What follows belongs to an exercise in optimizing a design on an open flow for small area; a production flow would make more cautious choices. In this exercise RTL edits were held to simulation tests only and were not proved equivalent to the original. Power figures rest on the tool's default switching activity, not on a simulated workload.

==> flow/design.v <==
`timescale 1ns/1ps
module button_control(clk,rst,button,valid_vote);
input clk,rst,button;
output valid_vote;
localparam [3:0] S10A = 4'd10, S11A = 4'd11, S10B = 4'd14, S11B = 4'd15;
reg [3:0] c;
always@(posedge clk)begin
	if(rst) c<=4'd0;
	else if(button) begin
		if(c==S11A || c==S11B) c<=4'd0;
		else if(c==S10A || c==S10B) c<=S11A;
		else c<=c+4'd1;
	end
	else if(c==S10A) c<=S10B;
	else if(c==S11A) c<=S11B;
end
assign valid_vote = (c==S10B) | (c==S11A);
endmodule
module voting_machine(clk,rst,mode,button1,button2,button3,button4,led);
input clk,rst,mode,button1,button2,button3,button4;
output [7:0] led;
wire v1,v2,v3,v4;
button_control bc1(.clk(clk),.rst(rst),.button(button1),.valid_vote(v1));
button_control bc2(.clk(clk),.rst(rst),.button(button2),.valid_vote(v2));
button_control bc3(.clk(clk),.rst(rst),.button(button3),.valid_vote(v3));
button_control bc4(.clk(clk),.rst(rst),.button(button4),.valid_vote(v4));
wire any_v = v1|v2|v3|v4;
reg [7:0] n1,n2,n3,n4;
always@(posedge clk)begin
	if(rst) begin n1<=0; n2<=0; n3<=0; n4<=0; end
	else if(!mode) begin
		if(v1) n1<=n1+8'd1;
		else if(v2) n2<=n2+8'd1;
		else if(v3) n3<=n3+8'd1;
		else if(v4) n4<=n4+8'd1;
	end
end
reg [3:0] m;
always@(posedge clk)begin
	if(rst) m<=0;
	else if(any_v) m<=(m==4'd10) ? m : m+4'd1;
	else if(m!=0 && m!=4'd10) m<=m+4'd1;
	else m<=0;
end
reg [2:0] sel;
always@(posedge clk)begin
	if(rst) sel<=3'd0;
	else if(!mode) sel<={2'b00, m!=0};
	else if(v1) sel<=3'd4;
	else if(v2) sel<=3'd5;
	else if(v3) sel<=3'd6;
	else if(v4) sel<=3'd7;
end
reg [7:0] t;
always@(*)begin
	case(sel[1:0])
	2'd0: t=n1;
	2'd1: t=n2;
	2'd2: t=n3;
	default: t=n4;
	endcase
end
assign led = sel[2] ? t : {8{sel[0]}};
endmodule
Settings: LEC_CHECK=0, CAP_MARGIN=20, CORE_MARGIN=2, CORE_UTILIZATION=40, SLEW_MARGIN=20; clock period 5.0 ns.
standard.sh (not shown) runs the stock make flow with config.mk's settings and CLKGATE_MAP_FILE= SYNTH_SCRIPT=/design/flow/synth_recipe.tcl, a recipe that flattens the netlist after the stock synthesis.
==> flow/flow/run.sh <==
#!/bin/bash
# Own flow: the standard layout (standard.sh) with
#  - synthesis mapped by an area-oriented ABC script (flow/area.abc) and
#    without Yosys's half/full-adder extraction,
#  - the smallest buffer on each port,
#  - clock tree built from small clock buffers, without dummy loads.
set -euo pipefail
W=$(pwd)
export MY_ABC_SCRIPT=$W/flow/area.abc
CTS="-sink_clustering_enable -repair_clock_nets -dont_use_dummy_load -buf_list sky130_fd_sc_hd__clkbuf_8 -sink_clustering_size 30 -sink_clustering_max_diameter 100"
sed "s#SYNTH_SCRIPT=[^ ]*#SYNTH_SCRIPT=$W/flow/synth.tcl ADDER_MAP_FILE=#" standard.sh > my_standard.sh
grep -q "SYNTH_SCRIPT=$W/flow/synth.tcl" my_standard.sh
bash my_standard.sh finish "BUFFER_PORTS_ARGS=-buffer_cell sky130_fd_sc_hd__buf_1" "CTS_ARGS=$CTS" > make_flow.log 2>&1
==> flow/flow/area.abc <==
strash
&get -n
&deepsyn -T 20
&dch -f
&nf -R 1000 -p
&put
==> flow/flow/synth.tcl <==
# The standard flow's synthesis script (synth_recipe.tcl) with only the ABC mapping script replaced
proc synth {args} { yosys synth -nofsm -noshare {*}$args }
proc abc {args} {
  set i [lsearch -exact $args -script]
  if { $i >= 0 && [info exists ::env(MY_ABC_SCRIPT)] } {
    lset args [expr {$i + 1}] $::env(MY_ABC_SCRIPT)
  }
  yosys abc {*}$args
}
source $::env(SCRIPTS_DIR)/synth.tcl
# left out here: clear keep_hierarchy, flatten, clean up, hide names made inside functions, write 1_2_yosys.v
The first run finished with timing, DRC and antenna clean.
Next try:
==> flow/run.sh (new file) <==
#!/bin/bash
# synth_recipe.tcl (not shown) runs the flow's synth.tcl, then flattens the netlist and writes it again
# the make line also repeats each setting of config.mk as NAME=value (left out here)
make -C /OpenROAD-flow-scripts/flow DESIGN_CONFIG=/design/flow/config.mk WORK_HOME=/design/flow/orfs CLKGATE_MAP_FILE= SYNTH_SCRIPT=/design/flow/synth_recipe.tcl finish
Settings changed: ABC_AREA from default to 1.
removed: flow/flow/run.sh
removed: flow/flow/area.abc
removed: flow/flow/synth.tcl
removed: flow/standard.sh
Result:
- The new run went through all stages and came out clean
- combinational power rises to 3.9 times its value
- worst setup slack gets worse by 0.013 ns
- wire length came out higher by well over a third
- first-iteration DRC count came out higher by well over a third
- core utilization goes down by 0.65 points
- die area rises by well over a third
- global-route usage rises by 1.5 points
- cell count went up by well over a third
Next try:
==> flow/flow/run.sh (new file) <==
#!/bin/bash
# Own flow: the standard layout (standard.sh), with synthesis mapped by an
# area-oriented ABC script and without Yosys's half/full-adder extraction.
set -euo pipefail
W=$(pwd)
export MY_ABC_SCRIPT=$W/flow/area.abc
sed "s#SYNTH_SCRIPT=[^ ]*#SYNTH_SCRIPT=$W/flow/synth.tcl ADDER_MAP_FILE=#" standard.sh > my_standard.sh
grep -q "SYNTH_SCRIPT=$W/flow/synth.tcl" my_standard.sh
bash my_standard.sh finish > make_flow.log 2>&1
==> flow/flow/area.abc (new file) <==
strash
&get -n
&deepsyn -T 20
&dch -f
&nf -R 1000 -p
&put
==> flow/flow/synth.tcl (new file) <==
# The standard flow's synthesis script (synth_recipe.tcl) with only the ABC mapping script replaced
proc synth {args} { yosys synth -nofsm -noshare {*}$args }
proc abc {args} {
  set i [lsearch -exact $args -script]
  if { $i >= 0 && [info exists ::env(MY_ABC_SCRIPT)] } {
    lset args [expr {$i + 1}] $::env(MY_ABC_SCRIPT)
  }
  yosys abc {*}$args
}
source $::env(SCRIPTS_DIR)/synth.tcl
# left out here: clear keep_hierarchy, flatten, clean up, hide names made inside functions, write 1_2_yosys.v
==> flow/standard.sh (new file) <==
#!/bin/bash
# synth_recipe.tcl (not shown) runs the flow's synth.tcl, then flattens the netlist and writes it again
# the make line also repeats each setting of config.mk as NAME=value (left out here)
make -C /OpenROAD-flow-scripts/flow DESIGN_CONFIG=/design/flow/config.mk WORK_HOME=/design/flow/orfs CLKGATE_MAP_FILE= SYNTH_SCRIPT=/design/flow/synth_recipe.tcl "${@:-finish}"
Settings changed: ABC_AREA 1 to default.
removed: flow/run.sh
=>
- routed wire length went down by well over a third
- hold slack gains 0.030 ns
- utilization went up by 2.3 points
- power went down by roughly a tenth
- design area went down by a quarter to a third
- sequential power went down by a few percent
- area after synthesis went down by a quarter to a third
- cell count went down by well over a third
- clock skew is about the same
- combinational power went down by well over a third
- non-clock buffer count went down by 1
Next try:
==> flow/run.sh (new file) <==
#!/bin/bash
# synth_recipe.tcl (not shown) runs the flow's synth.tcl, then flattens the netlist and writes it again
# the make line also repeats each setting of config.mk as NAME=value (left out here)
make -C /OpenROAD-flow-scripts/flow DESIGN_CONFIG=/design/flow/config.mk WORK_HOME=/design/flow/orfs CLKGATE_MAP_FILE= SYNTH_SCRIPT=/design/flow/synth_recipe.tcl finish
removed: flow/flow/run.sh
removed: flow/flow/area.abc
removed: flow/flow/synth.tcl
removed: flow/standard.sh
The new run passed the timing, DRC and antenna checks.
Setup slack improves by 0.29 ns.
Critical path depth goes down by 1.
Routed wire length came out higher by 69%.
Total power climbs by 4.6%.
Synthesized area rose by 51%.
Final cell count rose by 41%.
Combinational power goes up by 130%.
Via count rose by 54%.
Next try:
==> flow/flow/run.sh (new file) <==
#!/bin/bash
# Own flow: the standard layout (standard.sh) with
#  - synthesis mapped by an area-oriented ABC script (flow/area.abc) and
#    without Yosys's half/full-adder extraction,
#  - the smallest buffer on each port,
#  - clock tree built from small clock buffers, without dummy loads.
set -euo pipefail
W=$(pwd)
export MY_ABC_SCRIPT=$W/flow/area.abc
CTS="-sink_clustering_enable -repair_clock_nets -dont_use_dummy_load -buf_list sky130_fd_sc_hd__clkbuf_16 -sink_clustering_size 60 -sink_clustering_max_diameter 200"
sed "s#SYNTH_SCRIPT=[^ ]*#SYNTH_SCRIPT=$W/flow/synth.tcl ADDER_MAP_FILE=#" standard.sh > my_standard.sh
grep -q "SYNTH_SCRIPT=$W/flow/synth.tcl" my_standard.sh
bash my_standard.sh finish "BUFFER_PORTS_ARGS=-buffer_cell sky130_fd_sc_hd__buf_1" "CTS_ARGS=$CTS" > make_flow.log 2>&1
==> flow/flow/area.abc (new file) <==
strash
&get -n
&deepsyn -T 20
&dch -f
&nf -R 1000 -p
&put
==> flow/flow/synth.tcl (new file) <==
# The standard flow's synthesis script (synth_recipe.tcl) with only the ABC mapping script replaced
proc synth {args} { yosys synth -nofsm -noshare {*}$args }
proc abc {args} {
  set i [lsearch -exact $args -script]
  if { $i >= 0 && [info exists ::env(MY_ABC_SCRIPT)] } {
    lset args [expr {$i + 1}] $::env(MY_ABC_SCRIPT)
  }
  yosys abc {*}$args
}
source $::env(SCRIPTS_DIR)/synth.tcl
# left out here: clear keep_hierarchy, flatten, clean up, hide names made inside functions, write 1_2_yosys.v
==> flow/standard.sh (new file) <==
#!/bin/bash
# synth_recipe.tcl (not shown) runs the flow's synth.tcl, then flattens the netlist and writes it again
# the make line also repeats each setting of config.mk as NAME=value (left out here)
make -C /OpenROAD-flow-scripts/flow DESIGN_CONFIG=/design/flow/config.mk WORK_HOME=/design/flow/orfs CLKGATE_MAP_FILE= SYNTH_SCRIPT=/design/flow/synth_recipe.tcl "${@:-finish}"
Settings changed: CORE_UTILIZATION 40 to 60.
removed: flow/run.sh
The new run went through all stages and came out clean.
Clock-buffer cell count goes down by 1.
Register-to-register slack gets worse by 0.27 ns.
Wire length goes down by about 40%.

## re-timing with driven ports
How much do the figures lean on ideal ports? The routed layouts below were timed once more, with nothing changed but the port constraints. Step 1, drivers: a clkbuf_16 drives clk and a buf_2 each remaining input, both assumed. Step 2 also shifts input and output timing later by t, the mid clock arrival at the registers, as if the neighbouring blocks saw the same clock. Three values: ideal ports, drivers, drivers and shift; two values: the first two.
| run | t (ns) | slack for setup (ns) | worst setup path after step 2 | worst data-port slew with drivers (ns) | pins driven straight from the clock port |
|---|---|---|---|---|---|
| the first run | 0.324 | 1.932 / 1.906 / 2.163 | input to register | 0.03 | 1 |
| the second run | 0.339 | 1.919 / 1.885 / 2.224 | register to output | 0.03 | 1 |
| the third run | 0.335 | 1.548 / 1.523 / 1.735 | input to register | 0.04 | 1 |
| the fourth run | 0.337 | 1.836 / 1.804 / 2.083 | input to register | 0.03 | 1 |
| the fifth run | 0.313 | 1.943 / 1.909 / 2.147 | input to register | 0.04 | 1 |
After both steps every run listed still meets setup and hold.
